From an optimization exercise on the open Yosys and OpenROAD flow, aimed at small area, a short achievable clock period and few clock cycles; shortcuts taken in it are not production practice. Where RTL was checked, it was by simulation tests only, not by an equivalence proof against the original. No activity file was given, so power comes from the tool's default toggle rates.

==> flow/design.v <==
module bubble_sort(
input clk,
input rst_n,
input [63:0] data,
input en,
output logic [7:0] data_o,
output logic [63:0] data_sort_o,
output logic wr_en,
output logic last
);
function automatic logic le8(input logic [7:0] x, input logic [7:0] y);
  logic [7:0] g, e;
  logic gt;
  g = x & ~y;
  e = ~(x ^ y);
  gt = 1'b0;
  for (int i = 0; i < 8; i++) begin
    logic t;
    t = g[i];
    for (int j = i + 1; j < 8; j++) t = t & e[j];
    gt = gt | t;
  end
  le8 = ~gt;
endfunction
logic [7:0] lo [4];      
logic [7:0] hi [4];      
logic [55:0] srt;        
logic [7:0] rem;         
logic [2:0] cnt;         
logic busy;
logic [7:0] pa [4], pb [4];
logic [3:0] ple;
always_comb
  for (int i = 0; i < 4; i++) begin
    pa[i] = data[16*i +: 8];
    pb[i] = data[16*i+8 +: 8];
    ple[i] = le8(pa[i], pb[i]);
  end
logic c [4][4];          
logic [3:0] win;
always_comb begin
  for (int i = 0; i < 4; i++)
    for (int j = 0; j < 4; j++)
      c[i][j] = le8(lo[i], lo[j]);
  for (int i = 0; i < 4; i++) begin
    win[i] = busy;
    for (int j = 0; j < 4; j++)
      if (j > i) win[i] = win[i] & c[i][j];
      else if (j < i) win[i] = win[i] & ~c[j][i];
  end
end
logic [7:0] m, rem_nxt;
always_comb begin
  m = 8'd0;
  rem_nxt = 8'hff;
  for (int i = 0; i < 4; i++) begin
    m = m | (lo[i] & {8{win[i]}});
    rem_nxt = rem_nxt & hi[i] & (lo[i] | {8{win[i]}});
  end
end
always_ff @(posedge clk) begin
  for (int i = 0; i < 4; i++)
    if (en) begin
      lo[i] <= ple[i] ? pa[i] : pb[i];
      hi[i] <= ple[i] ? pb[i] : pa[i];
    end else if (win[i]) begin
      lo[i] <= hi[i];
      hi[i] <= 8'hff;
    end
  if (busy) srt <= {srt[47:0], m};
  rem <= rem_nxt;
  cnt <= en ? 3'd0 : cnt + 3'd1;
end
always_ff @(posedge clk or negedge rst_n)
  if (!rst_n) begin
    busy  <= 1'b0;
    wr_en <= 1'b0;
    last  <= 1'b1;
  end else begin
    busy  <= en | (busy & (cnt != 3'd6));
    wr_en <= busy;
    last  <= ~(en | (busy & (cnt != 3'd6)));
  end
assign data_o = srt[7:0];
assign data_sort_o = {srt, rem};
endmodule
clock: 5.0 ns
lec_check: 0
cap_margin: 20
core_margin: 2
core_utilization: 40
slew_margin: 20
standard.sh (not shown) runs the stock make flow with config.mk's settings and CLKGATE_MAP_FILE= SYNTH_SCRIPT=/design/flow/synth_recipe.tcl, a recipe that flattens the netlist after the stock synthesis.
==> flow/flow/run.sh <==
#!/bin/bash
set -euo pipefail
export BUFFER_PORTS_ARGS="-buffer_cell sky130_fd_sc_hd__buf_1"
bash standard.sh > flow_standard.log 2>&1
Change:
Settings changed: SETUP_SLACK_MARGIN from default to 2.4, TNS_END_PERCENT from default to 5.
Effect:
- total power goes up by 1.2%
- sequential cell count is unchanged
- register-to-register slack improved by 0.58 ns
- cell area is higher by 2.8%
- first-iteration DRC count went up by 34%
Change:
Settings changed: SETUP_SLACK_MARGIN 2.4 to 2.8, TNS_END_PERCENT 5 to default.
Outcome: Non-clock buffer count increases by 87. Global-route usage climbs by 3.6 points. Utilization grows by 12 points. Sequential share of layout area shrinks by 9.0 points. Final area grows by 25%. Area after synthesis does not change. Register-to-register slack gains 0.04 ns. Cell count goes up by 9.2%. Clock power is about the same. Routed wire length came out higher by 24%. Die area is unchanged.
Change:
Settings changed: SETUP_SLACK_MARGIN 2.8 to 2.0, TNS_END_PERCENT from default to 5.
- wire length is lower by 23%
- synthesized cell count does not change
- maximum frequency is lower by 10%
- global-route usage is lower by 3.8 points
- worst setup slack degrades by 0.30 ns
- die area is unchanged
- combinational power is lower by 44%
- area after synthesis does not change
Change:
Settings changed: CORE_UTILIZATION 40 to 60, CTS_BUF_LIST from default to sky130_fd_sc_hd__clkbuf_8, SETUP_SLACK_MARGIN 2.0 to 2.6.
Count of clock-buffer cells in the layout goes down by 5.
Total power goes up by 7.9%.
Final area came out higher by about 11%.
No run of this note included a check of the RTL's function; only the layout flow was run.

--- another note on this design; it stands on its own ---

## amber
// bubble_sort
module bubble_sort(
input clk,
input rst_n,
input [63:0] data,
input en,
output logic [7:0] data_o,
output logic [63:0] data_sort_o,
output logic wr_en,
output logic last
);
Size in the first run: about 790 cells after synthesis, about 130 flip-flops, ~140 I/O pins, about 6700 um^2 of cells after synthesis.
Settings: LEC_CHECK=0, ABC_AREA=1, CAP_MARGIN=20, CORE_MARGIN=2, CORE_UTILIZATION=60, CTS_BUF_LIST=sky130_fd_sc_hd__clkbuf_8, SETUP_SLACK_MARGIN=2.7, SLEW_MARGIN=20, TNS_END_PERCENT=25; clock period 5.0 ns.
standard.sh (not shown) runs the stock make flow with config.mk's settings and CLKGATE_MAP_FILE= SYNTH_SCRIPT=/design/flow/synth_recipe.tcl, a recipe that flattens the netlist after the stock synthesis.
==> flow/flow/run.sh <==
#!/bin/bash
set -euo pipefail
export BUFFER_PORTS_ARGS="-buffer_cell sky130_fd_sc_hd__buf_1"
export CTS_ARGS="-sink_clustering_enable -repair_clock_nets -dont_use_dummy_load -buf_list sky130_fd_sc_hd__clkbuf_8"
bash standard.sh > flow_standard.log 2>&1
Testbench counts of amber, summed over its fixed seeds: cycles 12,800.
#### Input delta (violet over amber)
Settings: TNS_END_PERCENT now 10, was 25.
--- outcome ---
- The final reports for violet and amber show worst stage delay on the critical path lower in the former.
- ~same clock skew after layout in violet and amber
- Minimum hold slack: violet vs amber, no meaningful difference
- Compared to amber, violet leaves more free space in the core.
- Looking at fraction of layout cells with a size suffix above 1 across violet and amber, the one that comes out higher is amber.
- ~same insertion delay to the later sink of the worst-skew pair in violet and amber
- violet vs amber: first-pass GRT wire length down slightly
- Looking at end point of the critical path, the data_sort_o[6] result is from amber; the data_sort_o[1] one comes from violet.
- A startpoint of the most critical setup path of lo[0][1]$_DFFE_PP_ is what violet shows, while lo[3][6]$_DFFE_PP_ belongs to amber.
- On final cell count: violet sits below amber.
- The final number of hold-violating endpoints on violet is in line with that on amber.
- In violet relative to amber, count of buffers added by post-CTS timing repair for setup had gone down by more than 10%.
- Relative contribution of combinational cells to total power: violet lower than amber
Edits applied to the flow inputs when going from violet to nickel:
Settings: a change of SETUP_SLACK_MARGIN from 2.7 to 2.55.
### Flow results
nickel -> violet: hold slack flat. Between violet and nickel, the clock slew at the register clock pins of the worst setup and hold paths figures differ only marginally. Arrival time reported for the critical path endpoint, violet and nickel: lower on violet.
[inputs] zinc vs nickel
Settings: a change of SETUP_SLACK_MARGIN from 2.55 to 3.0.
[summary]
Compared with nickel, zinc shows final instance area that has gone up by a few percent.
zinc — share of total power in combinational logic 3.2 points higher, nickel as reference
When zinc is set beside nickel, its post-detailed-routing wire length turns out to be 5.8% larger.
zinc vs nickel — estimated wirelength of the detail-placed design climbed slightly
The global-route wire length before repair number comes out lower for nickel vs zinc.
Share of the clock period used by the worst path after layout down 1.3 points in zinc wrt nickel
Number of resized instances in the post-cts repair step: nickel and zinc compared, lower one is nickel
Against nickel, overall power after layout in zinc rose by a few percent.
[zinc] placement-stage worst setup slack fell 0.046 ns relative to nickel
Side by side, share of total power in the clock network turned out lower in zinc than in nickel.

==> afterwards: timing with drivers on the ports <==
The flow's constraints put no driver on any port. The routed layouts listed below were extracted and timed again, unchanged, in two steps.
Step 1: set_driving_cell puts a clkbuf_16 on clk and a buf_2 on each other input, an assumption about the parent block.
Step 2 adds t to the input delays and takes it off the output delays; t is the mean of the earliest and latest rising clock arrival at the registers after step 1. Input paths then give back, and output paths get back, about the clock's delay inside the block.
a / b / c = no drivers / after step 1 / after step 2; a / b = the first two.
run	t, ns	setup WS [ns]	hold slack, ns	latest minus earliest clock arrival (ns)	pins driven straight from the clock port
the first run of note 1	0.453	1.763 / 1.763 / 1.498	0.377 / 0.362 / 0.436	0.012 / 0.011	1
the second run of note 1	0.454	2.342 / 2.342 / 1.944	0.375 / 0.361 / 0.446	0.010 / 0.011	1
the third run of note 1	0.462	2.382 / 2.382 / 2.089	0.371 / 0.359 / 0.446	0.013 / 0.014	1
the fourth run of note 1	0.453	2.081 / 2.081 / 1.805	0.376 / 0.361 / 0.446	0.010 / 0.010	1
the fifth run of note 1	0.480	2.453 / 2.453 / 2.043	0.349 / 0.335 / 0.442	0.013 / 0.013	1
amber	0.465	2.570 / 2.533 / 2.377	0.334 / 0.323 / 0.441	0.016 / 0.015	1
violet	0.467	2.586 / 2.550 / 2.334	0.332 / 0.321 / 0.440	0.016 / 0.016	1
nickel	0.469	2.512 / 2.476 / 2.102	0.330 / 0.323 / 0.440	0.016 / 0.016	1
zinc	0.458	2.576 / 2.539 / 2.336	0.342 / 0.333 / 0.436	0.020 / 0.020	1
After both steps setup and hold are still met in every run listed.
